Context: an optimization exercise on an open-source flow, tuned for small area. The choices shown serve that exercise and are no tape-out recipe. Where RTL was checked, it was by simulation tests only, not by an equivalence proof against the original. The RTL of runs 2 to 5 was laid out without a check of its function. Power and IR drop assume default switching activity.

==> design.v <==
module fifo_rx_ring #(
  parameter DW = 19
) (
  input               clk,
  input               rst_n,
  input               w_req,       
  input               new_word,    
  output              unfull,
  input  [DW-1:0]     din,
  input               r_req,
  output              unempty,
  output [DW-1:0]     data_o
);
reg [DW*33-1:0] ring;      
reg [5:0]       hr;        
reg [5:0]       tr;        
reg             pend;      
reg [DW-1:0]    rd_cap;
wire [5:0] hr1 = (hr == 6'd32) ? 6'd0 : hr + 6'd1;
wire [5:0] tr1 = (tr == 6'd32) ? 6'd0 : tr + 6'd1;
assign unempty = (hr != tr);
assign unfull  = (tr != hr1);
wire do_w = w_req & unfull;
wire do_r = r_req & unempty;
wire ins = pend && (w_req ? (tr == 6'd32) : (tr1 == 6'd32));
always @(posedge clk) begin
  ring <= {ring[DW*32-1:0], ins ? din : ring[DW*33-1 -: DW]};
end
always @(posedge clk) begin
  if (new_word)
    pend <= 1'b1;
  else if (ins)
    pend <= 1'b0;
end
always @(posedge clk) begin
  if (!rst_n) begin
    hr <= 6'd0;
    tr <= 6'd0;
  end else begin
    if (!do_r) hr <= hr1;
    if (!do_w) tr <= tr1;
  end
end
reg [DW-1:0] tap;
reg          at_tap;
integer k;
always @* begin
  tap    = {DW{1'b0}};
  at_tap = 1'b0;
  for (k = 0; k < 11; k = k + 1)
    if (hr == 3*k) begin
      tap    = tap | ring[DW*3*k +: DW];
      at_tap = 1'b1;
    end
end
always @(posedge clk) begin
  if (at_tap)
    rd_cap <= tap;
end
wire head_is_din = !w_req && (hr == tr1);
assign data_o = head_is_din ? din : (at_tap ? tap : rd_cap);
endmodule
module fifo_tx_ring #(
  parameter DW = 20
) (
  input               clk,
  input               rst_n,
  input               w_req,
  output              unfull,
  input  [DW-1:0]     din,
  input               r_req,
  output              unempty,
  output [DW-1:0]     tap_data,    
  output              tap_hit
);
reg [DW*34-1:0] ring;      
reg [5:0]       hr;        
reg [5:0]       tr;        
wire [5:0] hr1 = (hr == 6'd33) ? 6'd0 : hr + 6'd1;
wire [5:0] hr2 = (hr == 6'd32) ? 6'd0 : (hr == 6'd33) ? 6'd1 : hr + 6'd2;
wire [5:0] tr1 = (tr == 6'd33) ? 6'd0 : tr + 6'd1;
assign unempty = (hr != tr);
assign unfull  = (tr != hr2);      
wire do_w = w_req & unfull;
wire do_r = r_req & unempty;
genvar i;
generate
  for (i = 0; i < 34; i = i + 1) begin : g_row
    wire [DW-1:0] prev = ring[DW*((i+33)%34) +: DW];
    if (i % 3 == 0) begin : g_ins
      always @(posedge clk)
        ring[DW*i +: DW] <= (tr == (i+33)%34) ? din : prev;
    end else begin : g_pass
      always @(posedge clk)
        ring[DW*i +: DW] <= prev;
    end
  end
endgenerate
always @(posedge clk) begin
  if (!rst_n) begin
    hr <= 6'd0;
    tr <= 6'd0;
  end else begin
    if (!do_r) hr <= hr1;
    if (!do_w) tr <= tr1;
  end
end
reg [DW-1:0] tap;
reg          hit;
integer k;
always @* begin
  tap = {DW{1'b0}};
  hit = 1'b0;
  for (k = 0; k < 12; k = k + 1)
    if (hr == (3*k+33)%34) begin
      tap = tap | ring[DW*3*k +: DW];
      hit = 1'b1;
    end
end
assign tap_data = tap;
assign tap_hit  = hit;
endmodule
module axis_1553_decoder (
  input             aclk,
  input             arstn,
  output reg [18:0] m_data,
  output reg        m_valid,
  output            m_load,      
  input             m_ready,
  input      [1:0]  diff
);
  localparam [2:0] S_ERR  = 3'd0;
  localparam [2:0] S_WAIT = 3'd1;    
  localparam [2:0] S_CAP  = 3'd2;    
  localparam [2:0] S_RED  = 3'd3;
  localparam [2:0] S_PAR  = 3'd4;
  localparam [2:0] S_TRN  = 3'd5;    
  reg [2:0]  state;
  reg [39:0] win;          
  reg [5:0]  tc;           
  reg [6:0]  pc;           
  reg [3:0]  sk;           
  reg [1:0]  p_diff;
  reg        delay_bit;
  wire eq      = (diff[0] == diff[1]);
  wire pc_zero = (pc == 7'd0);
  wire tc_zero = (tc == 6'd0);
  wire in_wc   = (state == S_WAIT) || (state == S_CAP);
  wire sample  = (state == S_CAP) && (sk == 4'd5);
  wire sync_cmd  = (win[39:34] == 6'b000111);
  wire sync_data = (win[39:34] == 6'b111000);
  wire [15:0] wdata;
  genvar i;
  generate
    for (i = 0; i < 16; i = i + 1) begin : g_bits
      assign wdata[i] = win[2*i+2];
    end
  endgenerate
  always @(posedge aclk) begin
    if (!arstn) begin
      state <= S_ERR;
    end else begin
      case (state)
        S_WAIT: if (!eq && sk == 4'd0) state <= S_CAP;
        S_CAP: begin
          if (pc_zero)
            state <= S_WAIT;
          else if (tc_zero && (sync_cmd || sync_data))
            state <= S_RED;
        end
        S_RED:   state <= S_PAR;
        S_PAR:   state <= S_TRN;
        default: state <= S_WAIT;
      endcase
    end
  end
  always @(posedge aclk) begin
    if (!arstn || !in_wc || !eq)
      pc <= 7'd79;
    else if (!pc_zero)
      pc <= pc - 7'd1;
  end
  always @(posedge aclk) begin
    if (state == S_WAIT)
      delay_bit <= pc_zero;
  end
  always @(posedge aclk) begin
    p_diff <= (state == S_ERR) ? 2'b11 : diff;
    if (state == S_ERR)
      sk <= 4'd0;
    else if (in_wc && ((pc_zero && eq) || (!p_diff[0] && diff[0]) || (!p_diff[1] && diff[1])))
      sk <= 4'd0;
    else if (!((state == S_WAIT) && eq))
      sk <= (sk == 4'd9) ? 4'd0 : sk + 4'd1;
  end
  always @(posedge aclk) begin
    if (sample)
      win[39:1] <= win[38:0];
    if ((state == S_ERR) || (state == S_TRN) || ((state == S_CAP) && pc_zero && eq))
      win[0] <= 1'b0;
    else if (sample)
      win[0] <= p_diff[0];
  end
  always @(posedge aclk) begin
    if (state != S_CAP)
      tc <= 6'd39;
    else if (sample && !tc_zero)
      tc <= tc - 6'd1;
  end
  assign m_load = (state == S_TRN);
  always @(posedge aclk) begin
    if (state == S_TRN)
      m_data <= {win[39], delay_bit, (^wdata) ^ win[0], wdata};
  end
  always @(posedge aclk) begin
    if (state == S_TRN)
      m_valid <= 1'b1;
    else if (m_ready)
      m_valid <= 1'b0;
  end
endmodule
module axis_1553_encoder (
  input         aclk,
  input         arstn,
  input  [19:0] s_data,      
  input         s_data_hit,
  input         s_valid,
  output        s_ready,
  output [1:0]  diff,
  output        en_diff
);
  localparam [2:0] S_CAP   = 3'd0;    
  localparam [2:0] S_INV   = 3'd1;
  localparam [2:0] S_PARG  = 3'd2;
  localparam [2:0] S_PROC  = 3'd3;
  localparam [2:0] S_PAUSE = 3'd4;    
  localparam [2:0] S_TRN   = 3'd5;    
  reg [2:0]  state;
  reg [19:0] word;
  reg [2:0]  pc;
  reg [5:0]  q;         
  reg        en;
  assign s_ready = (state == S_CAP);
  wire take = s_data_hit && (state == S_INV || state == S_PARG || state == S_PROC);
  always @(posedge aclk) begin
    if (take)
      word <= s_data;
  end
  wire wait_bit = s_data_hit ? s_data[17] : word[17];
  always @(posedge aclk) begin
    if (!arstn) begin
      state <= S_CAP;
    end else begin
      case (state)
        S_CAP:   if (s_valid) state <= S_INV;
        S_INV:   state <= S_PARG;
        S_PARG:  state <= S_PROC;
        S_PROC:  state <= wait_bit ? S_PAUSE : S_TRN;
        S_PAUSE: if (pc == 3'd0) state <= S_TRN;
        S_TRN:   if (q == 6'd0) state <= S_CAP;
        default: state <= S_CAP;
      endcase
    end
  end
  always @(posedge aclk) begin
    if (!arstn || state == S_TRN)
      pc <= 3'd7;
    else if (pc != 3'd0)
      pc <= pc - 3'd1;
  end
  always @(posedge aclk) begin
    en <= (state == S_TRN);
    if (state != S_TRN)
      q <= 6'd39;
    else if (en && q != 6'd0)
      q <= q - 6'd1;
  end
  wire sd = word[19];
  wire sc = word[18];
  wire [39:0] frame;
  assign frame[39:34] = {sd, sd, sd, sc, sc, sc};
  genvar i;
  generate
    for (i = 0; i < 16; i = i + 1) begin : g_bits
      assign frame[2*i+3] = ~word[i];
      assign frame[2*i+2] = word[i];
    end
  endgenerate
  assign frame[1] = ~word[16];
  assign frame[0] = word[16];
  wire bitv = frame[q];
  assign diff    = {en & ~bitv, en & bitv};
  assign en_diff = en;
endmodule
module Core_1553B
(
  input         clk,
  input         rst_n,
  input         r_fifo_rd,
  output        r_fifo_unempty,
  output [18:0] r_fifo_data,
  input         w_fifo_wd,
  output        w_fifo_unfull,
  input  [19:0] w_fifo_data,
  input  [1:0]  rx_1553,
  output [1:0]  tx_1553,
  output        en_tx_1553
);
wire [18:0] dec_data;
wire        dec_valid;
wire        dec_load;
wire        dec_ready;
wire [19:0] enc_data;
wire        enc_hit;
wire        enc_valid;
wire        enc_ready;
axis_1553_decoder mil1553_decoder (
  .aclk    (clk),
  .arstn   (rst_n),
  .m_data  (dec_data),
  .m_valid (dec_valid),
  .m_load  (dec_load),
  .m_ready (dec_ready),
  .diff    (rx_1553)
);
fifo_rx_ring #(.DW(19)) decoder_fifo (
  .clk     (clk),
  .rst_n   (rst_n),
  .w_req   (dec_valid),
  .new_word(dec_load),
  .unfull  (dec_ready),
  .din     (dec_data),
  .r_req   (r_fifo_rd),
  .unempty (r_fifo_unempty),
  .data_o  (r_fifo_data)
);
axis_1553_encoder mil1553_encoder (
  .aclk    (clk),
  .arstn   (rst_n),
  .s_data  (enc_data),
  .s_data_hit(enc_hit),
  .s_valid (enc_valid),
  .s_ready (enc_ready),
  .diff    (tx_1553),
  .en_diff (en_tx_1553)
);
fifo_tx_ring #(.DW(20)) encoder_fifo (
  .clk     (clk),
  .rst_n   (rst_n),
  .w_req   (w_fifo_wd),
  .unfull  (w_fifo_unfull),
  .din     (w_fifo_data),
  .r_req   (enc_ready),
  .unempty (enc_valid),
  .tap_data(enc_data),
  .tap_hit (enc_hit)
);
endmodule
module APB_Slave_Interface (
  input      APB_CLK,
  input      APB_RESETn,
  input      APB_SEL,
  input      APB_ENABLE,
  output     APB_READY,
  output     access_done     
);
localparam [1:0] First  = 2'd0;
localparam [1:0] Second = 2'd1;
localparam [1:0] Third  = 2'd2;
reg [1:0] APBState;
always @(posedge APB_CLK or negedge APB_RESETn) begin
  if (!APB_RESETn) begin
    APBState <= First;
  end else begin
    case (APBState)
      First:   if (APB_SEL) APBState <= Second;
      Second:  if (APB_ENABLE) APBState <= Third;
      default: APBState <= First;
    endcase
  end
end
assign APB_READY   = (APBState == Third);
assign access_done = (APBState == Third);
endmodule
module Top_1553B_APB
(
  APB_CLK,
  APB_RESETn,
  APB_RDATA,
  APB_READY,
  APB_SLVERR,
  APB_STRB,
  APB_PROT,
  APB_ADDR,
  APB_ENABLE,
  APB_WRITE,
  APB_WDATA,
  APB_SEL,
  rx0_1553,
  tx0_1553,
  tx0_en,
  rx1_1553,
  tx1_1553,
  tx1_en
);
input          APB_CLK;
input          APB_RESETn;
output [31:0]  APB_RDATA;
output         APB_READY;
output         APB_SLVERR;
input  [7:0]   APB_STRB;
input  [2:0]   APB_PROT;
input  [31:0]  APB_ADDR;
input          APB_ENABLE;
input          APB_WRITE;
input  [31:0]  APB_WDATA;
input          APB_SEL;
input     [1:0] rx0_1553;
output    [1:0] tx0_1553;
output    tx0_en;
input     [1:0] rx1_1553;
output    [1:0] tx1_1553;
output    tx1_en;
wire access_done;
APB_Slave_Interface APB_Inter_inst (
  .APB_CLK     (APB_CLK),
  .APB_RESETn  (APB_RESETn),
  .APB_SEL     (APB_SEL),
  .APB_ENABLE  (APB_ENABLE),
  .APB_READY   (APB_READY),
  .access_done (access_done)
);
assign APB_SLVERR = 1'b0;
wire sel_rx = (APB_ADDR[4:2] == 3'd2);
wire sel_tx = (APB_ADDR[4:2] == 3'd3);
wire        rx_unempty;
wire [18:0] rx_word;
wire        tx_unfull;
reg flag_q;
always @(posedge APB_CLK)
  flag_q <= APB_ADDR[2] ? tx_unfull : rx_unempty;
assign APB_RDATA[31]    = sel_rx & flag_q;
assign APB_RDATA[30:24] = 7'd0;
assign APB_RDATA[23]    = sel_rx & ~rx_word[18];
assign APB_RDATA[22]    = sel_rx &  rx_word[18];
assign APB_RDATA[21:19] = 3'd0;
assign APB_RDATA[18]    = sel_rx & rx_word[17];
assign APB_RDATA[17]    = 1'b0;
assign APB_RDATA[16:1]  = {16{sel_rx}} & rx_word[16:1];
assign APB_RDATA[0]     = (sel_rx & rx_word[0]) | (sel_tx & flag_q);
wire [19:0] tx_word;
assign tx_word[19]   = (APB_WDATA[23:21] == 3'b010);
assign tx_word[18]   = (APB_WDATA[23:21] == 3'b100);
assign tx_word[17]   = APB_WDATA[18];
assign tx_word[16]   = (^APB_WDATA[15:0]) ^ APB_WDATA[16];
assign tx_word[15:0] = APB_WDATA[15:0] ^ {16{APB_WDATA[17]}};
assign tx1_1553 = 2'b00;
assign tx1_en = 1'b0;
Core_1553B CoreOne_inst
(
  .clk              (APB_CLK),
  .rst_n            (APB_RESETn),
  .r_fifo_rd        (access_done & ~APB_WRITE & sel_rx),
  .r_fifo_unempty   (rx_unempty),
  .r_fifo_data      (rx_word),
  .w_fifo_wd        (access_done & APB_WRITE & sel_tx),
  .w_fifo_unfull    (tx_unfull),
  .w_fifo_data      (tx_word),
  .rx_1553          (rx0_1553),
  .tx_1553          (tx0_1553),
  .en_tx_1553       (tx0_en)
);
endmodule
==> flow/run.sh <==
#!/bin/bash
set -euo pipefail
W=$(pwd)

# synthesis script: the standard flow's, with the ABC call pointed at the area script
{
  cat <<'TCL'
proc abc {args} {
  set i [lsearch -exact $args -script]
  if {$i >= 0} { lset args [expr {$i + 1}] $::env(AREA_ABC_SCRIPT) }
  yosys abc {*}$args
}
TCL
  cat "$W/synth_recipe.tcl"
} > "$W/area_synth.tcl"
export AREA_ABC_SCRIPT="$W/flow/area.script"

# standard.sh with the synthesis script replaced,
# and the port buffers made with the smallest buffer cell
sed -E "s#SYNTH_SCRIPT=[^ ]+#SYNTH_SCRIPT=$W/area_synth.tcl 'BUFFER_PORTS_ARGS=-buffer_cell sky130_fd_sc_hd__buf_1'#" "$W/standard.sh" > "$W/area_standard.sh"
grep -q "SYNTH_SCRIPT=$W/area_synth.tcl" "$W/area_standard.sh"

bash "$W/area_standard.sh" > "$W/flow_make.log" 2>&1
==> flow/area.script <==
strash
&get -n
&st
&dch
&nf -R 20 -C 32 -F 8
&st
&dch
&nf -R 20 -C 32 -F 8
&put
topo
==> standard.sh <==
#!/bin/bash
# synth_recipe.tcl (not shown) runs the flow's synth.tcl, then flattens the netlist and writes it again
# the make line also repeats each setting of config.mk as NAME=value (left out here)
make -C /OpenROAD-flow-scripts/flow DESIGN_CONFIG=/design/flow/config.mk WORK_HOME=/design/flow/orfs CLKGATE_MAP_FILE= SYNTH_SCRIPT=/design/flow/synth_recipe.tcl "${@:-finish}"
==> config.mk <==
export PLATFORM = sky130hd
export DESIGN_NAME = Top_1553B_APB
export DESIGN_NICKNAME = Top_1553B_APB
export VERILOG_FILES = /design/flow/design.v
export SDC_FILE = /design/flow/constraint.sdc
export NUM_CORES = 4
export LEC_CHECK = 0
export CAP_MARGIN = 20
export CORE_MARGIN = 2
export CORE_UTILIZATION = 70
export CTS_BUF_LIST = sky130_fd_sc_hd__clkbuf_8
export CTS_CLUSTER_DIAMETER = 60
export CTS_CLUSTER_SIZE = 16
export SLEW_MARGIN = 20
==> constraint.sdc <==
create_clock -name core_clock -period 10.0 [get_ports {APB_CLK}]
set_input_delay 2.0000 -clock core_clock [delete_from_list [all_inputs] [get_ports {APB_CLK}]]
set_output_delay 2.0000 -clock core_clock [all_outputs]
set_load 0.01 [all_outputs]
==> results of run 1 <==
## power breakdown
part | internal [mW] | switching [mW] | leakage, nW | total (mW)
Sequential | 6.70 | 0.319 | 12.2 | 7.02
Clock | 0.964 | 1.71 | 0.898 | 2.67
Combinational | 0.313 | 0.566 | 3.25 | 0.879
## sequential cells by signal, indices dropped and copies added (netlist names), 3 cells and up
name                                 flops
CoreOne_inst.mil1553_decoder.tc          6
CoreOne_inst.mil1553_decoder.win        40
CoreOne_inst.encoder_fifo.tr             6
CoreOne_inst.decoder_fifo.hr             6
CoreOne_inst.mil1553_decoder.state       3
CoreOne_inst.mil1553_decoder.sk          4
CoreOne_inst.mil1553_encoder.word       20
CoreOne_inst.mil1553_encoder.pc          3
CoreOne_inst.decoder_fifo.rd_cap        19
CoreOne_inst.mil1553_decoder.m_data     19
CoreOne_inst.mil1553_decoder.pc          7
CoreOne_inst.mil1553_encoder.state       3
CoreOne_inst.encoder_fifo.ring         680
CoreOne_inst.encoder_fifo.hr             6
CoreOne_inst.decoder_fifo.ring         627
CoreOne_inst.decoder_fifo.tr             6
CoreOne_inst.mil1553_encoder.q           6
## final timing paths
kind,startpoint,to,slack [ns],cells after the start
min,CoreOne_inst.encoder_fifo.ring[29]$_DFF_P_,CoreOne_inst.encoder_fifo.ring[49]$_DFF_P_,0.31,0
max,CoreOne_inst.decoder_fifo.hr[0]$_SDFFE_PN0N_,APB_RDATA[0],2.99,11
max in group asynchronous,APB_RESETn,APB_Inter_inst.APBState[0]$_DFFE_PN0P_,8.53,2
min in group asynchronous,APB_RESETn,APB_Inter_inst.APBState[1]$_DFFE_PN0P_,1.23,2
min reg2reg,CoreOne_inst.encoder_fifo.ring[29]$_DFF_P_,CoreOne_inst.encoder_fifo.ring[49]$_DFF_P_,0.31,0
max reg2reg,CoreOne_inst.encoder_fifo.hr[0]$_SDFFE_PN0N_,CoreOne_inst.encoder_fifo.tr[5]$_SDFFE_PN0N_,6.02,11
## routing by layer
metal  wire, um  GRT usage  vias up  part of all wire
met2      38200      0.478      698              0.49
met3       4800     0.0427      197             0.061
met1      32600      0.366    10300              0.42
li1           -          -    10100                 -
met5          0          0        -                 0
met4       2620     0.0995        0             0.033
## stage by stage
stage / std cells / hold slack [ns]
after global routing: 3711 / 0.326
after CTS: 3710 / 0.315
after floorplan: 2804 / 0.310
after global placement: 3576 / 0.310
final: 3711 / 0.313
after detailed placement: 3576 / 0.312
## placed cells by master, fill, tap and decap left out, types with 35 or more instances in the layout
cell and count:
dfxtp_1 1389, nor2_1 268, a21oi_1 209, o21ai_0 111, nand2_1 109, clkbuf_8 105, a222oi_1 102, edfxtp_1 79
xnor2_1 66, buf_1 55, a22oi_1 41, buf_4 35
## logic make-up after synthesis
family / synth area share
buffers and inverters: 0.00628
adder cells (fa/ha/maj): 0.00687
AND/OR/NAND/NOR: 0.0678
AO/OA/AOI/OAI: 0.0951
flip-flops: 0.790
multiplexers: 0.0116
XOR/XNOR: 0.0220
other: 0.0000980
## worst register-to-register path, delay by kind of cell (launching register included)
| family | cells | cell delay, ns |
|---|---|---|
| DFF | 1 | 0.46 |
| xor gates and xnor gates | 1 | 0.17 |
| AOI/OAI and AO/OA | 3 | 1.63 |
| buffers and inverters | 3 | 0.80 |
| and+or+nand+nor | 3 | 0.47 |
| adders and majority gates | 1 | 0.31 |
## final cells by class
cell class / instances / area, um^2
Tap cell: 696 / 871
Fill cell: 3444 / 12700
Clock inverter: 29 / 153
Clock buffer: 105 / 1450
Multi-Input combinational cell: 1285 / 7950
Antenna cell: 1 / 2.50
Sequential cell: 1470 / 30200
Inverter: 34 / 128
Timing Repair Buffer: 91 / 474
==> run summary, run 1 <==
The cell sitting at the root of the clock tree is a clkbuf_8. The nature of the critical path startpoint is a flip-flop. Dividing the detail-routed wire length by the instance count gives 21.1 um. By area the synthesized netlist is led by dfxtp_1 73%, edfxtp_1 6.2%, a21oi_1 2.7%, a222oi_1 2.7%, nor2_1 2.6%. By count the netlist is led by 1389 x dfxtp_1, 268 x nor2_1, 209 x a21oi_1. The peak clock frequency supported by timing came out at ~140 MHz. The sequential share of the synthesized area is 0.790. The most instantiated library cell after synthesis is dfxtp_1. The area inside the core boundary is 0.0539 mm^2. The worst hold path belongs to the class flip-flop to flip-flop. The total track usage is 0.280. The floorplan step set the die width to 238 um. The number of max-cap violations is 0.

The post-place instance area is 0.0396 mm^2. The count of state elements after synthesis came out at 1470. The number of distinct standard cells referenced by the synthesized netlist is 53. The height of the chip came out at 238 um. The synthesized netlist occupies a cell area of 0.0383 mm^2.

Across the VDD grid, the largest voltage drop is around 0.18 mV. The kind of end point of the critical path is an output pin. For this configuration, the core starts out at a cell density of 0.709.

The yosys synthesis warning count came out at 6. The pre-antenna-repair detailed-routing pass consisted of 6 iterations. The largest individual stage delay along the critical path comes from the cell nor4_1. The post-CTS setup-driven buffer insertion count is 0. The total number of vias is about 21000. The pre-CTS setup slack came out at 3.93 ns.

The minimum clock period after layout came out at 7.01 ns. Setup repair after global routing left no endpoint under its margin. The floorplan has 85 rows. The post-route standard cell area excluding fillers is 0.0413 mm^2. The pin count of the biggest net entering global routing came out at between 40 and 50. The leftover overflow at the end of global routing came out at 0. The final number of hold-violating endpoints was 0. Grouping stages by cell kind, the critical path spends the most delay in simple AND/OR/NAND/NOR gates. During I/O placement, the number of pins put on the boundary was 124. The initial antenna violation count was 1. The run finished with no timing, DRC or antenna violations. In the finished design, the share of the clock period the worst path needs comes to 0.701. The first global-routing pass estimated 121 mm of wire.

The detailed router finished its first iteration with 1839 violations. Summed over all instances, the cell type with the most area after synthesis is dfxtp_1. The critical-path maximum fanout is 28. The residual antenna-violating net count after detailed routing came out at 0. The number of global-route vias before repair is 21400.

The data arrival time at the worst-slack endpoint is ~5 ns. The delay of the slowest cell on the worst path is 0.79 ns. The CTS tree is built. Traced cell by cell, the critical path runs through clkinv_1, ha_1, and3_1, buf_4, nor4_1, nand3_1, buf_4, a21oi_1, o21ai_0, o21ai_0, buf_1. The final standard cell utilization of the core came out at 0.765. The post-detailed-routing wire length came out at about 78 mm.

The area added between synthesis and finish is 7.84%. Headroom to the max-slew limit came out at 0.233. The later pin in the worst-skew pair is clocked with a latency of 0.74 ns. The post-synthesis async set-or-reset flop share is 0.00136. The total power of the final layout came out at 10.6 mW. The total buffers and inverters traversed by the critical path came out at 4. The die outline area came out at approximately 0.057 mm^2. The worst clock skew came out at between 0.03 and 0.04 ns. The via density per instance came out at 5.75.

The count of flip-flops with a built-in enable after synthesis came out at slightly below 80. Setup violations remaining at the end of the flow were counted as 0. Of the post-synthesis cell area, the dominant cell type holds 0.727.

The post-CTS clock slew at the launch and capture registers of the worst setup and hold paths is around 0.10 ns. For this run, design rule violations remaining after detail routing come to 0. The TritonCTS sink count came out at 1470. The number of pins exceeding their max-slew limit in the final report came out at 0.

The total of hold buffers inserted after clock tree synthesis is 0. The leakage power is 16.4 nW. The worst-case clock buffer depth is 3. For the pin with the worst max-slew slack, the measured transition is 1.14 ns. Setup slack on the critical path of the routed design comes to 2.99 ns. The half-perimeter wire length after detailed placement is about 45 mm. The worst setup path is of the flip-flop to output pin kind. The gate count after technology mapping is 2790.

The net count of the finished layout is 3089. The average cell area after synthesis came out at 13.7 um^2. The final weighted congestion in routability-driven placement came out at between 0.8 and 0.9. Once the clock tree was built, the resizer swapped 0 gates to a different size.

The total number of H-tree levels is 3. The number of CTS-inserted buffers is around 100. Of the cells placed in the final design, the portion with a size suffix greater than 1 is 0.0577. For the worst setup path, the data required time is 8.00 ns.

The most used flip-flop cell after synthesis is dfxtp_1. The port buffer count came out at 56. The total power divided by cell area came out at ~260 mW/mm^2. The sum of negative setup slack is 0 ns.
==> run 2: changes to the inputs <==
--- a/design.v
+++ b/design.v
@@ -72,2 +72,3 @@
   output              unempty,
+  input               hold_popped,
   output [DW-1:0]     tap_data,    
@@ -75,19 +76,19 @@
 );
-reg [DW*34-1:0] ring;      
+reg [DW*33-1:0] ring;      
 reg [5:0]       hr;        
 reg [5:0]       tr;        
-wire [5:0] hr1 = (hr == 6'd33) ? 6'd0 : hr + 6'd1;
-wire [5:0] hr2 = (hr == 6'd32) ? 6'd0 : (hr == 6'd33) ? 6'd1 : hr + 6'd2;
-wire [5:0] tr1 = (tr == 6'd33) ? 6'd0 : tr + 6'd1;
+wire [5:0] hr1 = (hr == 6'd32) ? 6'd0 : hr + 6'd1;
+wire [5:0] tr1 = (tr == 6'd32) ? 6'd0 : tr + 6'd1;
 assign unempty = (hr != tr);
-assign unfull  = (tr != hr2);      
+assign unfull  = (tr != hr1);
 wire do_w = w_req & unfull;
 wire do_r = r_req & unempty;
+wire ins_ok = unfull || !hold_popped;
 genvar i;
 generate
-  for (i = 0; i < 34; i = i + 1) begin : g_row
-    wire [DW-1:0] prev = ring[DW*((i+33)%34) +: DW];
+  for (i = 0; i < 33; i = i + 1) begin : g_row
+    wire [DW-1:0] prev = ring[DW*((i+32)%33) +: DW];
     if (i % 3 == 0) begin : g_ins
       always @(posedge clk)
-        ring[DW*i +: DW] <= (tr == (i+33)%34) ? din : prev;
+        ring[DW*i +: DW] <= (ins_ok && tr == (i+32)%33) ? din : prev;
     end else begin : g_pass
@@ -113,4 +114,4 @@
   hit = 1'b0;
-  for (k = 0; k < 12; k = k + 1)
-    if (hr == (3*k+33)%34) begin
+  for (k = 0; k < 11; k = k + 1)
+    if (hr == (3*k+32)%33) begin
       tap = tap | ring[DW*3*k +: DW];
@@ -228,2 +229,3 @@
   output        s_ready,
+  output        s_hold,      
   output [1:0]  diff,
@@ -243,3 +245,4 @@
   assign s_ready = (state == S_CAP);
-  wire take = s_data_hit && (state == S_INV || state == S_PARG || state == S_PROC);
+  assign s_hold  = (state == S_INV || state == S_PARG || state == S_PROC);
+  wire take = s_data_hit && s_hold;
   always @(posedge aclk) begin
@@ -314,2 +317,3 @@
 wire        enc_hit;
+wire        enc_hold;
 wire        enc_valid;
@@ -343,2 +347,3 @@
   .s_ready (enc_ready),
+  .s_hold  (enc_hold),
   .diff    (tx_1553),
@@ -354,2 +359,3 @@
   .unempty (enc_valid),
+  .hold_popped(enc_hold),
   .tap_data(enc_data),
==> flow/area.script (replaced) <==
strash
&get -n
&st
&dch
&nf -R 100 -C 32 -F 8
&st
&dch
&nf -R 100 -C 32 -F 8
&put
topo
==> run 2 against run 1 <==
Compared with the run above:
- non-clock buffer count increased by 6
- fmax increased by 3.8%
- cell count decreased by 2.0%
- clock power decreased by 2%
==> run summary, run 2 <==
The number of pins exceeding their max-slew limit in the final report was 0 (unchanged). The count of nets after finishing came out at 3020 (was 3089). The via density per instance is 5.71 (was 5.75).

The critical-path maximum fanout was 18 (was 28). The TritonCTS sink count is 1450 (was 1470). Outcome: no timing/DRC/antenna violations (unchanged). The CTS tree is built (unchanged).

The pin slew with the least headroom to its limit was 1.18 ns (was 1.14 ns). The total number of H-tree levels is 3 (unchanged). The worst-case vdd ir drop came to 0.168 mV (was 0.184 mV).

The half-perimeter wire length after detailed placement was 44.1 mm (was 44.9 mm). Top post-synthesis cells by count: 1369 x dfxtp_1, 289 x nand2_1, 250 x o21ai_0 (was 1389 x dfxtp_1, 268 x nor2_1, 209 x a21oi_1). The residual antenna-violating net count after detailed routing came to 0 (unchanged).

The data arrival time at the worst-slack endpoint was 4.75 ns (was 5.01 ns). The worst hold path endpoint is CoreOne_inst.encoder_fifo.ring[653]$_DFF_P_ (was CoreOne_inst.encoder_fifo.ring[49]$_DFF_P_). The post-CTS clock slew at the launch and capture registers of the worst setup and hold paths came out at 0.11 ns (was 0.10 ns). The residual DRC count came out at 0 (unchanged). The worst-path cell with the longest stage delay is and2_1 (was nor4_1).

The number of stages on the worst hold path is 0 (unchanged). The met3 routed wirelength is 4.06 mm (was 4.80 mm). The minimum clock period after layout was 6.75 ns (was 7.01 ns). The total setup violations reported at the end of the flow is 0 (unchanged).

The total buffers and inverters traversed by the critical path is 2 (was 4). The sum of negative setup slack came out at 0 ns (unchanged). The count of standard-cell rows came to 84 (was 85). The global-route wire length before repair came out at 119 mm (was 121 mm). The total number of vias was 20800 (was 21300). Most frequent cells in the layout: 1369 x dfxtp_1, 289 x nand2_1, 250 x o21ai_0 (was 1389 x dfxtp_1, 268 x nor2_1, 209 x a21oi_1).

The worst flop-to-flop path startpoint was CoreOne_inst.encoder_fifo.hr[0]$_SDFFE_PN0N_ (unchanged). The data required time of the critical path came out at 8.00 ns (about the same). The count of flip-flops with a built-in enable after synthesis is 79 (unchanged).

The final number of hold-violating endpoints was 0 (unchanged). The register share of total power came to 0.673 (was 0.664). The gate count after technology mapping was 2717 (was 2790). The total track usage is 0.277 (was 0.280). The clock power share is 0.250 (was 0.253).

The combinational cell fraction of total power was 0.077 (was 0.083). The clock insertion delay at the later pin of the skew report is 0.73 ns (was 0.74 ns). The post-CTS setup-driven buffer insertion count came to 0 (unchanged). The proportion of layout cells with a drive suffix above 1 came to 0.0553 (was 0.0577). The initial antenna violation count is 1 (unchanged). The largest area contributor in the synthesized netlist was dfxtp_1 (unchanged). The routed wire length on met2 was 37.2 mm (was 38.2 mm). The final weighted congestion in routability-driven placement came to 0.826 (was 0.863). The peak clock frequency supported by timing is 148 MHz (was 143 MHz). The number of distinct standard cells referenced by the synthesized netlist was 55 (was 53).

The die outline area came to 0.0554 mm^2 (was 0.0565 mm^2). The switching power total is 2.55 mW (was 2.59 mW). The register-to-register setup slack is 5.65 ns (was 6.02 ns).

The leftover overflow at the end of global routing is 0 (unchanged). The effective utilization at floorplan is 0.711 (was 0.709). The worst clock skew was 0.0394 ns (was 0.0332 ns).

The area fraction of the dominant cell type after synthesis came out at 0.731 (was 0.727). The number of iterations in the first detailed-routing pass was 6 (unchanged). The final standard cell utilization of the core came to 0.766 (was 0.765). The height of the chip came to 235 um (was 238 um). The dominant register cell in the synthesized netlist is dfxtp_1 (unchanged). The most instantiated library cell after synthesis is dfxtp_1 (unchanged). The class of the tightest hold or removal check is flip-flop to flip-flop (unchanged). The average cell area after synthesis was 13.8 um^2 (was 13.7 um^2). The post-detailed-routing wire length came out at 76.2 mm (was 78.2 mm). The switching fraction of total power was 0.243 (was 0.245). The highest layer used for signal routing is met4 (unchanged).

The commonest non-fill, non-tap cell in the layout is dfxtp_1 (unchanged). The nature of the critical path startpoint is a flip-flop (unchanged). The number of max-cap violations came out at 0 (unchanged). The delay of the slowest cell on the worst path is 0.96 ns (was 0.79 ns). The detailed-route wire length on metal 1 came out at 32.7 mm (was 32.6 mm). Cell-by-cell listing of the critical path: clkinv_1, ha_1, nand2_1, nor4_1, nor2_1, nand2_1, xnor2_1, nand3_1, nor3_1, and2_1, nor2_1, nor3_1, buf_1 (was clkinv_1, ha_1, and3_1, buf_4, nor4_1, nand3_1, buf_4, a21oi_1, o21ai_0, o21ai_0, buf_1). The total of hold buffers inserted after clock tree synthesis was 0 (unchanged). The total power divided by cell area came out at 259 mW/mm^2 (was 256 mW/mm^2). The top cell family by delay on the critical path is simple AND/OR/NAND/NOR gates (unchanged).

The mean routed wirelength per cell came out at 21.0 um (was 21.1 um). The startpoint of the tightest hold check path is CoreOne_inst.encoder_fifo.ring[633]$_DFF_P_ (was CoreOne_inst.encoder_fifo.ring[29]$_DFF_P_). The sequential share of the synthesized area came out at 0.795 (was 0.790).

The number of global-route vias before repair came out at 20600 (was 21400). The cell at the root of the clock tree is clkbuf_8 (unchanged). Setup repair after global routing missed its margin: false (unchanged). The kind of end point of the critical path was an output pin (unchanged). Largest registers in the final layout: CoreOne_inst.encoder_fifo.ring (660), CoreOne_inst.decoder_fifo.ring (627), CoreOne_inst.mil1553_decoder.win (40) (was CoreOne_inst.encoder_fifo.ring (680), CoreOne_inst.decoder_fifo.ring (627), CoreOne_inst.mil1553_decoder.win (40)). The number of cells upsized or downsized after cts came to 0 (unchanged).

The internal power summed over all cells came out at 7.93 mW (was 7.97 mW). The cell count of the worst reg-to-reg path is 12 (was 11). The period utilization is 0.675 (was 0.701).

The post-synthesis instance area is 0.0375 mm^2 (was 0.0383 mm^2). The area added between synthesis and finish came out at 7.83% (was 7.84%). The flip-flop count of the largest register, all copies and words added came out at 660 (was 680).

Leading cell types by total area after synthesis: dfxtp_1 73%, edfxtp_1 6.3%, o21ai_0 3.3%, nand2_1 2.9%, a222oi_1 2.5% (was dfxtp_1 73%, edfxtp_1 6.2%, a21oi_1 2.7%, a222oi_1 2.7%, nor2_1 2.6%). The yosys synthesis warning count came out at 6 (unchanged). The leakage power came out at 15.9 nW (was 16.4 nW). The port buffer count was 56 (unchanged). The top register by number of flip-flops was CoreOne_inst.encoder_fifo.ring (unchanged). The number of CTS-inserted buffers is 101 (was 102). The path type of the worst setup path was flip-flop to output pin (unchanged). The number of I/O pins came out at 124 (unchanged).

The count of state elements after synthesis is 1450 (was 1470). The pin count of the biggest net entering global routing came out at 42 (was 44). The relative slew slack is 0.213 (was 0.233). The horizontal extent of the die is 235 um (was 238 um). The area inside the core boundary is 0.0528 mm^2 (was 0.0539 mm^2). The post-synthesis async set-or-reset flop share came out at 0.00138 (was 0.00136). The number of violations reported at the end of detailed-routing iteration 0 is 1907 (was 1839). The critical register-to-register path endpoint is CoreOne_inst.encoder_fifo.ring[197]$_DFF_P_ (was CoreOne_inst.encoder_fifo.tr[5]$_SDFFE_PN0N_). The worst-case clock buffer depth came out at 3 (unchanged).
-- run 2: power groups by stage --
stage	combinational [mW]	clock [mW]	sequential [mW]
after floorplan	0.528	0	7.05
after global placement	0.769	0	7.14
after detailed placement	0.799	0	7.18
after CTS	0.807	2.66	7.06
after global routing	0.895	2.87	7.14
final	0.808	2.62	7.06
-- run 2: logic make-up (layout without fill, tap and decap cells) --
kind of cell / after synthesis / after routing / synth area share
adder cells (fa/ha/maj): 20 / 20 / 0.00667
buffers and inverters: 53 / 271 / 0.00681
XOR/XNOR: 89 / 89 / 0.0208
other: 1 / 16 / 0.000100
multiplexers: 52 / 52 / 0.0164
AND/OR/NAND/NOR: 569 / 569 / 0.0682
flip-flops: 1450 / 1450 / 0.795
AO/OA/AOI/OAI: 483 / 483 / 0.0857
-- run 2: layer usage --
layer,vias to the layer above,track usage
li1,9833,-
met1,10200,0.369
met2,596,0.467
met3,151,0.0393
met4,0,0.0988
met5,-,0
-- run 2: how the worst max path moves through the flow --
stage	cells past startpoint	from	to	slack (ns)
finish	13	CoreOne_inst.decoder_fifo.tr[0]$_SDFFE_PN0N_	APB_RDATA[9]	3.25
global placement	13	CoreOne_inst.decoder_fifo.tr[0]$_SDFFE_PN0N_	APB_RDATA[9]	4.20
CTS	13	CoreOne_inst.decoder_fifo.tr[0]$_SDFFE_PN0N_	APB_RDATA[9]	3.25
floorplan	9	CoreOne_inst.decoder_fifo.hr[0]$_SDFFE_PN0N_	APB_RDATA[0]	3.63
global route	13	CoreOne_inst.decoder_fifo.tr[0]$_SDFFE_PN0N_	APB_RDATA[9]	2.96
detailed placement	13	CoreOne_inst.decoder_fifo.tr[0]$_SDFFE_PN0N_	APB_RDATA[9]	4.07
-- run 2: stage by stage --
| stage | std cells | area, um^2 | total power [mW] | hold slack (ns) | worst slack [ns] |
|---|---|---|---|---|---|
| after global placement | 3501 | 38900 | 7.91 | 0.310 | 4.20 |
| after floorplan | 2731 | 37600 | 7.57 | 0.310 | 3.63 |
| after CTS | 3637 | 40400 | 10.5 | 0.321 | 3.25 |
| after detailed placement | 3501 | 38900 | 7.98 | 0.312 | 4.07 |
| after global routing | 3638 | 40400 | 10.9 | 0.333 | 2.96 |
| final | 3638 | 40400 | 10.5 | 0.323 | 3.25 |
-- run 2: layout make-up --
cell class,instances,area (um^2)
antenna,1,2.50
clock buffer,102,1400
clock inverter,34,170
fill,3363,12300
inverter,38,143
multi-input combinational,1228,7510
sequential,1450,29800
tap,688,861
timing repair buffer,97,518
==> run 3: changes to the inputs <==
--- a/config.mk
+++ b/config.mk
@@ -9,3 +9,3 @@
 export CORE_MARGIN = 2
-export CORE_UTILIZATION = 70
+export CORE_UTILIZATION = 80
 export CTS_BUF_LIST = sky130_fd_sc_hd__clkbuf_8
==> run 3 against run 2 <==
Compared with the run above:
- critical endpoint is now APB_RDATA[5]
- largest cell class unchanged
- critical path type unchanged
- cell count fell by 2.1%
- first-iteration DRC count increased by 15%
- sequential share of layout area grew 0.062 points
- synthesized cell count unchanged
- die area fell by 12%
- wire length increased by 7.5%
- via count grew 4.0%
- still clean on timing, DRC and antenna
==> run summary, run 3 <==
Outcome: no timing/DRC/antenna violations (unchanged). The post-detailed-routing wire length was 82.0 mm (was 76.2 mm). The number of max-cap violations came out at 0 (unchanged). The final instance count without filler cells is 3563 (was 3638). The residual DRC count was 0 (unchanged). The gate count after technology mapping is 2717 (unchanged). The highest layer used for signal routing is met5 (was met4).

The proportion of layout cells with a drive suffix above 1 is 0.0579 (was 0.0553). The height of the chip was 221 um (was 235 um). The effective utilization at floorplan came out at 0.807 (was 0.711). The sum of negative setup slack is 0 ns (unchanged). Leading cell types by total area after synthesis: dfxtp_1 73%, edfxtp_1 6.3%, o21ai_0 3.3%, nand2_1 2.9%, a222oi_1 2.5% (unchanged). The number of violations reported at the end of detailed-routing iteration 0 was 2198 (was 1907). The number of I/O pins is 124 (unchanged). The critical register-to-register path endpoint is CoreOne_inst.encoder_fifo.ring[377]$_DFF_P_ (was CoreOne_inst.encoder_fifo.ring[197]$_DFF_P_). The post-CTS clock slew at the launch and capture registers of the worst setup and hold paths was 0.10 ns (was 0.11 ns). The worst flop-to-flop path startpoint is CoreOne_inst.encoder_fifo.hr[0]$_SDFFE_PN0N_ (unchanged).

The die outline area came out at 0.0486 mm^2 (was 0.0554 mm^2). The area fraction of the dominant cell type after synthesis is 0.731 (unchanged). The total number of vias is 21600 (was 20800). The largest area contributor in the synthesized netlist is dfxtp_1 (unchanged). The data required time of the critical path is 8.00 ns (about the same). The mean routed wirelength per cell is 23.0 um (was 21.0 um). Largest registers in the final layout: CoreOne_inst.encoder_fifo.ring (660), CoreOne_inst.decoder_fifo.ring (627), CoreOne_inst.mil1553_decoder.win (40) (unchanged).

The number of iterations in the first detailed-routing pass came out at 7 (was 6). The data arrival time at the worst-slack endpoint is 4.68 ns (was 4.75 ns). The average cell area after synthesis is 13.8 um^2 (unchanged).

The leakage power is 15.9 nW (about the same). The number of CTS-inserted buffers came out at 101 (unchanged). The peak clock frequency supported by timing is 150 MHz (was 148 MHz).

The flip-flop count of the largest register, all copies and words added is 660 (unchanged). The relative slew slack is 0.232 (was 0.213). The via density per instance is 6.06 (was 5.71). The critical-path maximum fanout came out at 20 (was 18). The post-synthesis instance area is 0.0375 mm^2 (unchanged). The final standard cell utilization of the core came out at 0.870 (was 0.766). The total number of H-tree levels is 3 (unchanged). The beginning of the critical path is CoreOne_inst.decoder_fifo.hr[0]$_SDFFE_PN0N_ (was CoreOne_inst.decoder_fifo.tr[0]$_SDFFE_PN0N_). The pin count of the biggest net entering global routing came out at 42 (unchanged). The class of the tightest hold or removal check is flip-flop to flip-flop (unchanged). The number of fill cells in the layout is 2141 (was 3363). The final number of hold-violating endpoints came out at 0 (unchanged). The worst-case clock buffer depth is 3 (unchanged). The met3 routed wirelength came out at 6.18 mm (was 4.06 mm). The yosys synthesis warning count came out at 6 (unchanged). The pin slew with the least headroom to its limit is 1.14 ns (was 1.18 ns). The CTS tree is built (unchanged). The post-route standard cell area excluding fillers is 0.0404 mm^2 (about the same). The port buffer count came to 56 (unchanged). The initial antenna violation count is 2 (was 1). Setup repair after global routing missed its margin: false (unchanged).

The total setup violations reported at the end of the flow came out at 0 (unchanged). The number of cells upsized or downsized after cts came out at 0 (unchanged). The worst-case vdd ir drop came out at 0.221 mV (was 0.168 mV). The count of state elements after synthesis came out at 1450 (unchanged). The dominant register cell in the synthesized netlist is dfxtp_1 (unchanged). The leftover overflow at the end of global routing is 0 (unchanged). The total power divided by cell area came out at 262 mW/mm^2 (was 259 mW/mm^2).

The residual antenna-violating net count after detailed routing came out at 0 (unchanged). The total of hold buffers inserted after clock tree synthesis is 0 (unchanged). The number of global-route vias before repair is 21800 (was 20600). The register-to-register setup slack is 5.56 ns (was 5.65 ns).

The most instantiated library cell after synthesis was dfxtp_1 (unchanged). The post-synthesis async set-or-reset flop share is 0.00138 (unchanged). The horizontal extent of the die came out at 221 um (was 235 um). The detailed-route wire length on metal 1 is 31.9 mm (was 32.7 mm). The worst setup path endpoint is APB_RDATA[5] (was APB_RDATA[9]). The area inside the core boundary came to 0.0465 mm^2 (was 0.0528 mm^2).

The cell count of the worst reg-to-reg path came out at 14 (was 12). The number of stages on the worst hold path came out at 0 (unchanged). The routed wire length on met2 came out at 39.9 mm (was 37.2 mm). The global-route wire length before repair came out at 124 mm (was 119 mm). The nature of the critical path startpoint was a flip-flop (unchanged).

The minimum clock period after layout is 6.68 ns (was 6.75 ns). The post-place instance area is 0.0388 mm^2 (was 0.0389 mm^2). The total track usage came to 0.341 (was 0.277).

The commonest non-fill, non-tap cell in the layout is dfxtp_1 (unchanged). Most frequent cells in the layout: 1369 x dfxtp_1, 289 x nand2_1, 250 x o21ai_0 (unchanged). The number of pins exceeding their max-slew limit in the final report came out at 0 (unchanged). The TritonCTS sink count is 1450 (unchanged). The top register by number of flip-flops was CoreOne_inst.encoder_fifo.ring (unchanged). The worst clock skew is 0.0399 ns (was 0.0394 ns). The count of standard-cell rows is 79 (was 84). The sequential share of the synthesized area is 0.795 (unchanged). The post-CTS setup-driven buffer insertion count came out at 0 (unchanged). The count of nets after finishing was 3026 (was 3020). The number of cells after detailed placement is 3423 (was 3501). The final weighted congestion in routability-driven placement came out at 0.848 (was 0.826). The number of distinct standard cells referenced by the synthesized netlist came to 55 (unchanged).

The kind of end point of the critical path is an output pin (unchanged). The count of flip-flops with a built-in enable after synthesis is 79 (unchanged). Top post-synthesis cells by count: 1369 x dfxtp_1, 289 x nand2_1, 250 x o21ai_0 (unchanged). The half-perimeter wire length after detailed placement is 46.5 mm (was 44.1 mm). The period utilization came out at 0.668 (was 0.675). The clock insertion delay at the later pin of the skew report was 0.75 ns (was 0.73 ns). The area added between synthesis and finish came out at 7.74% (was 7.83%). The path type of the worst setup path was flip-flop to output pin (unchanged). The cell at the root of the clock tree was clkbuf_8 (unchanged).
## run 3: final cells by class
| class | instances | area [um^2] | area share |
|---|---|---|---|
| Antenna cell | 1 | 2.50 | 0.0000619 |
| Clock buffer | 101 | 1390 | 0.0344 |
| Clock inverter | 35 | 189 | 0.00468 |
| Inverter | 38 | 143 | 0.00353 |
| Multi-Input combinational cell | 1228 | 7510 | 0.186 |
| Sequential cell | 1450 | 29800 | 0.738 |
| Tap cell | 607 | 759 | 0.0188 |
| Timing Repair Buffer | 103 | 582 | 0.0144 |
## run 3: per-stage QoR
step	total power, mW	setup slack [ns]	hold WS, ns
2_1_floorplan	7.57	3.63	0.310
3_3_place_gp	7.89	4.27	0.310
3_5_place_dp	8.00	4.18	0.312
4_1_cts	10.6	3.32	0.306
5_1_grt	10.9	2.95	0.308
6_report	10.6	3.32	0.310
## run 3: critical path: stages (launching register included)
cell and delay (ns):
dfxtp_1 0.49, clkinv_1 0.23, ha_1 0.29, and3_1 0.17, buf_4 0.26, nor4_1 0.33
nand2_1 0.10, nor4_2 0.60, buf_4 0.43, nor3_1 0.12, a21oi_1 0.19, nor2_1 0.07
nor3_1 0.44, buf_1 0.20
## run 3: how the worst min path moves through the flow
stage	from	end	slack, ns
floorplan	CoreOne_inst.decoder_fifo.ring[81]$_DFF_P_	CoreOne_inst.decoder_fifo.ring[100]$_DFF_P_	0.31
global placement	CoreOne_inst.decoder_fifo.ring[551]$_DFF_P_	CoreOne_inst.decoder_fifo.ring[570]$_DFF_P_	0.31
detailed placement	CoreOne_inst.decoder_fifo.ring[156]$_DFF_P_	CoreOne_inst.decoder_fifo.ring[175]$_DFF_P_	0.31
CTS	CoreOne_inst.encoder_fifo.ring[36]$_DFF_P_	CoreOne_inst.encoder_fifo.ring[56]$_DFF_P_	0.31
global route	CoreOne_inst.encoder_fifo.ring[36]$_DFF_P_	CoreOne_inst.encoder_fifo.ring[56]$_DFF_P_	0.31
finish	CoreOne_inst.decoder_fifo.ring[500]$_DFF_P_	CoreOne_inst.decoder_fifo.ring[519]$_DFF_P_	0.31
## run 3: per-layer routing
metal,vias up,global-route usage
li1,9867,-
met1,10400,0.429
met2,994,0.581
met3,297,0.0572
met4,2,0.159
met5,-,0
## run 3: cells by family (layout without fill, tap and decap cells)
kind of cell / after synthesis / after routing / synth area share
and+or+nand+nor: 569 / 569 / 0.0682
other: 1 / 16 / 0.000100
AOI/OAI and AO/OA: 483 / 483 / 0.0857
xor gates and xnor gates: 89 / 89 / 0.0208
buffers and inverters: 53 / 277 / 0.00681
adders and majority gates: 20 / 20 / 0.00667
DFF: 1450 / 1450 / 0.795
muxes: 52 / 52 / 0.0164
## run 3: where the power goes
part	switching [mW]	total (mW)	leakage (nW)	internal (mW)
clock	1.72	2.66	0.892	0.937
combinational	0.560	0.842	2.99	0.282
sequential	0.367	7.08	12.1	6.72
total	2.65	10.6	15.9	7.93
==> run 4: changes to the inputs <==
--- a/config.mk
+++ b/config.mk
@@ -9,6 +9,6 @@
 export CORE_MARGIN = 2
-export CORE_UTILIZATION = 80
-export CTS_BUF_LIST = sky130_fd_sc_hd__clkbuf_8
-export CTS_CLUSTER_DIAMETER = 60
-export CTS_CLUSTER_SIZE = 16
+export CORE_UTILIZATION = 70
+export CTS_BUF_LIST = sky130_fd_sc_hd__clkbuf_4
+export CTS_CLUSTER_DIAMETER = 40
+export CTS_CLUSTER_SIZE = 10
 export SLEW_MARGIN = 20
==> run 4 against run 3 <==
Compared with the run above:
- largest cell class unchanged
- sequential cell count unchanged
- count of clock-buffer cells in the layout up 101
- sequential power about the same
- cell count up 4.6%
- total power up 0.20%
- via count down 1.8%
- non-clock buffer count down 6
- combinational power down 3.8%
- critical path type unchanged
- first-iteration DRC count down 19%
- register-to-register slack better by 0.07 ns
==> run summary, run 4 <==
The height of the chip was 235 um (was 221 um). The yosys synthesis warning count is 6 (unchanged). The register-to-register setup slack came out at 5.63 ns (was 5.56 ns). The count of flip-flops with a built-in enable after synthesis came to 79 (unchanged). The kind of end point of the critical path is an output pin (unchanged).

The worst-path cell with the longest stage delay was and2_1 (was nor4_2). The sum of negative setup slack came out at 0 ns (unchanged). The post-CTS clock slew at the launch and capture registers of the worst setup and hold paths was 0.11 ns (was 0.10 ns). The global-route wire length before repair is 120 mm (was 124 mm). The port buffer count is 56 (unchanged). The total setup violations reported at the end of the flow is 0 (unchanged).

The worst flop-to-flop path startpoint was CoreOne_inst.encoder_fifo.hr[0]$_SDFFE_PN0N_ (unchanged). The number of fill cells in the layout is 3410 (was 2141). The area added between synthesis and finish is 8.20% (was 7.74%). The die outline area came out at 0.0554 mm^2 (was 0.0486 mm^2). Setup repair after global routing missed its margin: false (unchanged).

Largest registers in the final layout: CoreOne_inst.encoder_fifo.ring (660), CoreOne_inst.decoder_fifo.ring (627), CoreOne_inst.mil1553_decoder.win (40) (unchanged). The initial antenna violation count came to 2 (unchanged). The area inside the core boundary came out at 0.0528 mm^2 (was 0.0465 mm^2). Cell-by-cell listing of the critical path: clkinv_1, ha_1, nand2_1, nor4_1, nor2_1, nand2_1, xnor2_1, nand3_1, nor3_1, and2_1, nor2_1, nor3_1, buf_1 (was clkinv_1, ha_1, and3_1, buf_4, nor4_1, nand2_1, nor4_2, buf_4, nor3_1, a21oi_1, nor2_1, nor3_1, buf_1). The worst-case vdd ir drop came out at 0.176 mV (was 0.221 mV). The count of standard-cell rows is 84 (was 79). The effective utilization at floorplan came out at 0.711 (was 0.807).

The minimum clock period after layout came to 7.13 ns (was 6.68 ns). Top post-synthesis cells by count: 1369 x dfxtp_1, 289 x nand2_1, 250 x o21ai_0 (unchanged). The residual DRC count came out at 0 (unchanged).

The total of hold buffers inserted after clock tree synthesis is 0 (unchanged). The proportion of layout cells with a drive suffix above 1 is 0.0900 (was 0.0579). The period utilization is 0.713 (was 0.668).

The total number of vias is 21200 (was 21600). The dominant register cell in the synthesized netlist is dfxtp_1 (unchanged). The delay of the slowest cell on the worst path came out at 0.96 ns (was 0.60 ns). The via density per instance is 5.69 (was 6.06). The cell count of the worst reg-to-reg path was 12 (was 14).

The total track usage is 0.282 (was 0.341). The cell at the root of the clock tree is clkbuf_4 (was clkbuf_8). The pin slew with the least headroom to its limit was 1.19 ns (was 1.14 ns). The number of distinct standard cells referenced by the synthesized netlist came out at 55 (unchanged). The post-synthesis instance area is 0.0375 mm^2 (unchanged).

The final number of hold-violating endpoints is 0 (unchanged). The clock insertion delay at the later pin of the skew report came to 1.05 ns (was 0.75 ns). The post-detailed-routing wire length is 76.7 mm (was 82.0 mm). The total number of H-tree levels is 4 (was 3). The number of pins exceeding their max-slew limit in the final report is 0 (unchanged). The number of stages on the worst hold path is 0 (unchanged). The flip-flop count of the largest register, all copies and words added is 660 (unchanged). The number of iterations in the first detailed-routing pass is 5 (was 7).

The relative slew slack came to 0.209 (was 0.232). The class of the tightest hold or removal check was flip-flop to flip-flop (unchanged). The total power divided by cell area is 261 mW/mm^2 (was 262 mW/mm^2).

The commonest non-fill, non-tap cell in the layout is dfxtp_1 (unchanged). The path type of the worst setup path is flip-flop to output pin (unchanged). Outcome: no timing/DRC/antenna violations (unchanged). The worst hold path endpoint was CoreOne_inst.decoder_fifo.ring[495]$_DFF_P_ (was CoreOne_inst.decoder_fifo.ring[519]$_DFF_P_). The data required time of the critical path came out at 8.00 ns (about the same). The minimum hold slack is 0.298 ns (was 0.310 ns). The worst clock skew is 0.0516 ns (was 0.0399 ns). The count of state elements after synthesis came out at 1450 (unchanged). The leakage power is 16.0 nW (was 15.9 nW). The half-perimeter wire length after detailed placement came out at 44.1 mm (was 46.5 mm). The total power of the final layout came out at 10.6 mW (about the same).

The largest area contributor in the synthesized netlist is dfxtp_1 (unchanged). The worst-case clock buffer depth is 3 (unchanged). The post-synthesis async set-or-reset flop share is 0.00138 (unchanged). The TritonCTS sink count is 1450 (unchanged). The count of nets after finishing is 3084 (was 3026). Most frequent cells in the layout: 1369 x dfxtp_1, 289 x nand2_1, 250 x o21ai_0 (unchanged).

The average cell area after synthesis came out at 13.8 um^2 (unchanged). The area fraction of the dominant cell type after synthesis came out at 0.731 (unchanged). The leftover overflow at the end of global routing is 0 (unchanged). The data arrival time at the worst-slack endpoint was 5.13 ns (was 4.68 ns). The number of violations reported at the end of detailed-routing iteration 0 is 1770 (was 2198). The number of global-route vias before repair came out at 21300 (was 21800). The most instantiated library cell after synthesis is dfxtp_1 (unchanged). The pin count of the biggest net entering global routing is 42 (unchanged).

The top register by number of flip-flops is CoreOne_inst.encoder_fifo.ring (unchanged). The sequential share of the synthesized area came out at 0.795 (unchanged). The critical-path maximum fanout was 18 (was 20). The gate count after technology mapping came to 2717 (unchanged). The number of CTS-inserted buffers is 165 (was 101). The horizontal extent of the die came to 235 um (was 221 um). The number of max-cap violations is 0 (unchanged). The CTS tree is built (unchanged). Leading cell types by total area after synthesis: dfxtp_1 73%, edfxtp_1 6.3%, o21ai_0 3.3%, nand2_1 2.9%, a222oi_1 2.5% (unchanged). The residual antenna-violating net count after detailed routing is 0 (unchanged).

The number of cells upsized or downsized after cts is 0 (unchanged). The peak clock frequency supported by timing is 140 MHz (was 150 MHz). The number of I/O pins is 124 (unchanged). The final weighted congestion in routability-driven placement is 0.826 (was 0.848). The nature of the critical path startpoint is a flip-flop (unchanged). The post-CTS setup-driven buffer insertion count came out at 0 (unchanged). The mean routed wirelength per cell is 20.6 um (was 23.0 um). The startpoint of the tightest hold check path is CoreOne_inst.decoder_fifo.ring[476]$_DFF_P_ (was CoreOne_inst.decoder_fifo.ring[500]$_DFF_P_). The critical register-to-register path endpoint is CoreOne_inst.encoder_fifo.ring[197]$_DFF_P_ (was CoreOne_inst.encoder_fifo.ring[377]$_DFF_P_).
-- run 4: changes by cell type in the layout (fill, tap and decap cells not counted), sizes merged --
cell / before / now
clkinv: 41 / 46
diode: 1 / 3
clkbuf: 101 / 202
buf: 103 / 97
inv: 28 / 5
bufinv: 0 / 3
-- run 4: routing by layer --
metal	track usage	wire length (um)	vias to the layer above
li1	-	-	10000
met1	0.367	32800	10300
met2	0.469	37100	684
met3	0.0561	4640	178
met4	0.111	2210	0
met5	0	0	-
-- run 4: worst max path at each step --
stage                                                       startpoint           end  slack [ns]  depth (start not counted)
after floorplan           CoreOne_inst.decoder_fifo.hr[0]$_SDFFE_PN0N_  APB_RDATA[0]        3.63                          9
after global placement    CoreOne_inst.decoder_fifo.tr[0]$_SDFFE_PN0N_  APB_RDATA[9]        4.20                         13
after detailed placement  CoreOne_inst.decoder_fifo.tr[0]$_SDFFE_PN0N_  APB_RDATA[9]        4.07                         13
after CTS                 CoreOne_inst.decoder_fifo.tr[0]$_SDFFE_PN0N_  APB_RDATA[9]        2.89                         13
after global routing      CoreOne_inst.decoder_fifo.tr[0]$_SDFFE_PN0N_  APB_RDATA[9]        2.60                         13
final                     CoreOne_inst.decoder_fifo.tr[0]$_SDFFE_PN0N_  APB_RDATA[9]        2.87                         13
-- run 4: cell type report --
type,instances,area (um^2),share of cell area
tap,688,861,0.0212
clock buffer,202,1520,0.0374
multi-input combinational,1228,7510,0.185
antenna,3,7.51,0.000185
clock inverter,20,190,0.00469
sequential,1450,29800,0.735
timing repair buffer,97,518,0.0128
inverter,38,143,0.00352
-- run 4: where the power goes --
group          switching (mW)  internal (mW)  leakage (nW)
combinational           0.530          0.279          2.95
clock                    1.72           1.01          1.02
sequential              0.343           6.71          12.1
-- run 4: worst max-delay path: cells and delay by family (launching register included) --
family,cells,cell delay (ns)
adders and majority gates,1,0.16
xor gates and xnor gates,1,0.13
buffers and inverters,2,0.33
DFF,1,0.41
and+or+nand+nor,9,3.03
-- run 4: cell families (layout without fill, tap and decap cells) --
logic type	Yosys count	in the layout	synth area share
AO/OA/AOI/OAI	483	483	0.0857
XOR/XNOR	89	89	0.0208
adder cells (fa/ha/maj)	20	20	0.00667
buffers and inverters	53	357	0.00681
flip-flops	1450	1450	0.795
multiplexers	52	52	0.0164
other	1	18	0.000100
AND/OR/NAND/NOR	569	569	0.0682
-- run 4: through the flow --
stage                     setup slack [ns]   util  std cells  cell area, um^2
final                                 2.87  0.769       3726            40600
after detailed placement              4.07  0.737       3501            38900
after floorplan                       3.63      -       2731            37600
after global placement                4.20  0.737       3501            38900
after CTS                             2.89  0.769       3723            40600
after global routing                  2.60  0.769       3726            40600
==> run 5: changes to the inputs <==
--- a/flow/run.sh
+++ b/flow/run.sh
@@ -17,5 +17,4 @@
 
-# standard.sh with the synthesis script replaced,
-# and the port buffers made with the smallest buffer cell
-sed -E "s#SYNTH_SCRIPT=[^ ]+#SYNTH_SCRIPT=$W/area_synth.tcl 'BUFFER_PORTS_ARGS=-buffer_cell sky130_fd_sc_hd__buf_1'#" "$W/standard.sh" > "$W/area_standard.sh"
+CTS="-sink_clustering_enable -repair_clock_nets -sink_clustering_size 16 -sink_clustering_max_diameter 60 -buf_list sky130_fd_sc_hd__clkbuf_8 -dont_use_dummy_load"
+sed -E "s#SYNTH_SCRIPT=[^ ]+#SYNTH_SCRIPT=$W/area_synth.tcl 'BUFFER_PORTS_ARGS=-buffer_cell sky130_fd_sc_hd__buf_1' 'CTS_ARGS=$CTS'#" "$W/standard.sh" > "$W/area_standard.sh"
 grep -q "SYNTH_SCRIPT=$W/area_synth.tcl" "$W/area_standard.sh"
--- a/config.mk
+++ b/config.mk
@@ -10,5 +10,5 @@
 export CORE_UTILIZATION = 70
-export CTS_BUF_LIST = sky130_fd_sc_hd__clkbuf_4
-export CTS_CLUSTER_DIAMETER = 40
-export CTS_CLUSTER_SIZE = 10
+export CTS_BUF_LIST = sky130_fd_sc_hd__clkbuf_8
+export CTS_CLUSTER_DIAMETER = 60
+export CTS_CLUSTER_SIZE = 16
 export SLEW_MARGIN = 20
==> run 5 against run 4 <==
Compared with the run above:
- clock skew rose by 0.0064 ns
- non-clock buffer count is the same
- sequential cell count unchanged
- total power is 2.0% lower
- sequential power barely moved
- utilization decreased by 0.59 points
- global-route usage fell by 0.59 points
- via count is 2.2% lower
- combinational power about the same
- cell count down 3.3%
- worst setup slack improved by 0.34 ns
- critical path type unchanged
- critical endpoint unchanged
==> run summary, run 5 <==
The number of max-cap violations is 0 (unchanged). The post-synthesis async set-or-reset flop share came out at 0.00138 (unchanged). The area inside the core boundary came out at 0.0528 mm^2 (unchanged). The critical register-to-register path endpoint is CoreOne_inst.encoder_fifo.ring[197]$_DFF_P_ (unchanged). The final weighted congestion in routability-driven placement is 0.826 (unchanged). The residual antenna-violating net count after detailed routing was 0 (unchanged). The relative slew slack came to 0.211 (was 0.209). The worst clock skew came to 0.0579 ns (was 0.0516 ns). The CTS tree is built (unchanged). The count of standard-cell rows came to 84 (unchanged). The number of global-route vias before repair came out at 20600 (was 21300). The total track usage is 0.276 (was 0.282). The yosys synthesis warning count came out at 6 (unchanged). The path type of the worst setup path is flip-flop to output pin (unchanged). The startpoint of the tightest hold check path is CoreOne_inst.decoder_fifo.ring[503]$_DFF_P_ (was CoreOne_inst.decoder_fifo.ring[476]$_DFF_P_). The number of iterations in the first detailed-routing pass is 7 (was 5). The count of nets after finishing is 3020 (was 3084).

The TritonCTS sink count is 1450 (unchanged). The count of flip-flops with a built-in enable after synthesis is 79 (unchanged). The leftover overflow at the end of global routing came out at 0 (unchanged). The number of cells upsized or downsized after cts came to 0 (unchanged). The horizontal extent of the die came out at 235 um (unchanged). The post-CTS clock slew at the launch and capture registers of the worst setup and hold paths is 0.10 ns (was 0.11 ns). The commonest non-fill, non-tap cell in the layout is dfxtp_1 (unchanged). The nature of the critical path startpoint is a flip-flop (unchanged). The class of the tightest hold or removal check is flip-flop to flip-flop (unchanged). The residual DRC count is 0 (unchanged). The proportion of layout cells with a drive suffix above 1 came out at 0.0542 (was 0.0900).

The register-to-register setup slack came to 5.71 ns (was 5.63 ns). The total buffers and inverters traversed by the critical path came to 2 (unchanged). The peak clock frequency supported by timing came out at 147 MHz (was 140 MHz). Leading cell types by total area after synthesis: dfxtp_1 73%, edfxtp_1 6.3%, o21ai_0 3.3%, nand2_1 2.9%, a222oi_1 2.5% (unchanged). The worst flop-to-flop path startpoint is CoreOne_inst.encoder_fifo.hr[0]$_SDFFE_PN0N_ (unchanged). The sum of negative setup slack is 0 ns (unchanged).

The number of I/O pins came to 124 (unchanged). The port buffer count is 56 (unchanged). The cell at the root of the clock tree is clkbuf_8 (was clkbuf_4). Most frequent cells in the layout: 1369 x dfxtp_1, 289 x nand2_1, 250 x o21ai_0 (unchanged). The initial antenna violation count is 1 (was 2).

The half-perimeter wire length after detailed placement was 44.1 mm (unchanged). The dominant register cell in the synthesized netlist is dfxtp_1 (unchanged). The total number of vias is 20700 (was 21200).

The period utilization came out at 0.679 (was 0.713). The post-detailed-routing wire length is 75.8 mm (was 76.7 mm). The global-route wire length before repair came out at 119 mm (was 120 mm).

The post-synthesis instance area was 0.0375 mm^2 (unchanged). The gate count after technology mapping is 2717 (unchanged). Cell-by-cell listing of the critical path: clkinv_1, ha_1, nand2_1, nor4_1, nor2_1, nand2_1, xnor2_1, nand3_1, nor3_1, and2_1, nor2_1, nor3_1, buf_1 (unchanged).

The pin count of the biggest net entering global routing was 42 (unchanged). Outcome: no timing/DRC/antenna violations (unchanged). The average cell area after synthesis is 13.8 um^2 (unchanged). The height of the chip came out at 235 um (unchanged). The worst-case clock buffer depth came out at 3 (unchanged). The total of hold buffers inserted after clock tree synthesis came out at 0 (unchanged). The worst hold path endpoint is CoreOne_inst.decoder_fifo.ring[522]$_DFF_P_ (was CoreOne_inst.decoder_fifo.ring[495]$_DFF_P_). The number of violations reported at the end of detailed-routing iteration 0 came out at 1881 (was 1770). The data arrival time at the worst-slack endpoint came out at 4.79 ns (was 5.13 ns). The cell count of the worst reg-to-reg path is 12 (unchanged).

The most instantiated library cell after synthesis was dfxtp_1 (unchanged). Setup repair after global routing missed its margin: false (unchanged). The pin slew with the least headroom to its limit is 1.18 ns (was 1.19 ns). The worst-case vdd ir drop is 0.171 mV (was 0.176 mV). The effective utilization at floorplan is 0.711 (unchanged).

Top post-synthesis cells by count: 1369 x dfxtp_1, 289 x nand2_1, 250 x o21ai_0 (unchanged). The number of distinct standard cells referenced by the synthesized netlist came out at 55 (unchanged). The total power of the final layout came out at 10.4 mW (was 10.6 mW).

Largest registers in the final layout: CoreOne_inst.encoder_fifo.ring (660), CoreOne_inst.decoder_fifo.ring (627), CoreOne_inst.mil1553_decoder.win (40) (unchanged). The leakage power came out at 15.8 nW (was 16.0 nW). The minimum clock period after layout is 6.79 ns (was 7.13 ns).

The critical-path maximum fanout was 18 (unchanged). The total number of H-tree levels came to 3 (was 4).
run 5: worst reg2reg max path: stages, from the launching register on:
cell and delay (ns):
dfxtp_1 0.52, clkinv_1 0.19, ha_1 0.26, and4b_1 0.25, buf_4 0.30, nand2b_1 0.25
xnor2_1 0.13, nor4_1 0.25, buf_4 0.22, nand2_1 0.23, nand4_1 0.74, buf_4 0.50
mux2_1 0.38
run 5: worst max path at each step:
stage | end | start | slack [ns]
after floorplan | APB_RDATA[0] | CoreOne_inst.decoder_fifo.hr[0]$_SDFFE_PN0N_ | 3.63
after global placement | APB_RDATA[9] | CoreOne_inst.decoder_fifo.tr[0]$_SDFFE_PN0N_ | 4.20
after detailed placement | APB_RDATA[9] | CoreOne_inst.decoder_fifo.tr[0]$_SDFFE_PN0N_ | 4.07
after CTS | APB_RDATA[9] | CoreOne_inst.decoder_fifo.tr[0]$_SDFFE_PN0N_ | 3.30
after global routing | APB_RDATA[9] | CoreOne_inst.decoder_fifo.tr[0]$_SDFFE_PN0N_ | 3.00
final | APB_RDATA[9] | CoreOne_inst.decoder_fifo.tr[0]$_SDFFE_PN0N_ | 3.21
run 5: kinds of logic after synthesis:
logic type,synth area share
AOI/OAI and AO/OA,0.0857
xor gates and xnor gates,0.0208
adders and majority gates,0.00667
buffers and inverters,0.00681
DFF,0.795
muxes,0.0164
other,0.000100
and+or+nand+nor,0.0682
run 5: final cells by class:
type / count / area [um^2]
Sequential cell: 1450 / 29800
Fill cell: 3384 / 12500
Multi-Input combinational cell: 1228 / 7520
Clock buffer: 101 / 1390
Tap cell: 688 / 861
Timing Repair Buffer: 97 / 519
Inverter: 38 / 143
Antenna cell: 1 / 2.50
run 5: metal layers:
layer,up-vias,wire length [um],share of wire,GRT usage
met5,-,0,0,0
met4,0,2370,0.031,0.103
met3,158,4240,0.056,0.0395
met2,611,36700,0.48,0.465
met1,10200,32500,0.43,0.367
li1,9796,-,-,-
run 5: power breakdown:
part	internal (mW)	switching, mW
sequential	6.71	0.341
clock	0.905	1.62
combinational	0.279	0.529
total	7.90	2.49
run 5: metrics by stage:
stage | hold WS [ns] | instance area [um^2] | setup slack (ns) | cells | utilization
3_5_place_dp | 0.312 | 38900 | 4.07 | 3501 | 0.737
3_3_place_gp | 0.310 | 38900 | 4.20 | 3501 | 0.737
6_report | 0.293 | 40300 | 3.21 | 3603 | 0.763
4_1_cts | 0.299 | 40300 | 3.30 | 3602 | 0.763
2_1_floorplan | 0.310 | 37600 | 3.63 | 2731 | -
5_1_grt | 0.294 | 40300 | 3.00 | 3603 | 0.763

Re-timed with assumed drivers on the ports (clkbuf_16 on the clock, buf_2 on other inputs), run 5 has 3.153 ns of setup slack against 3.211 ns with ideal ports, and 3.894 ns once port delays also move by the mid clock arrival of 0.741 ns.
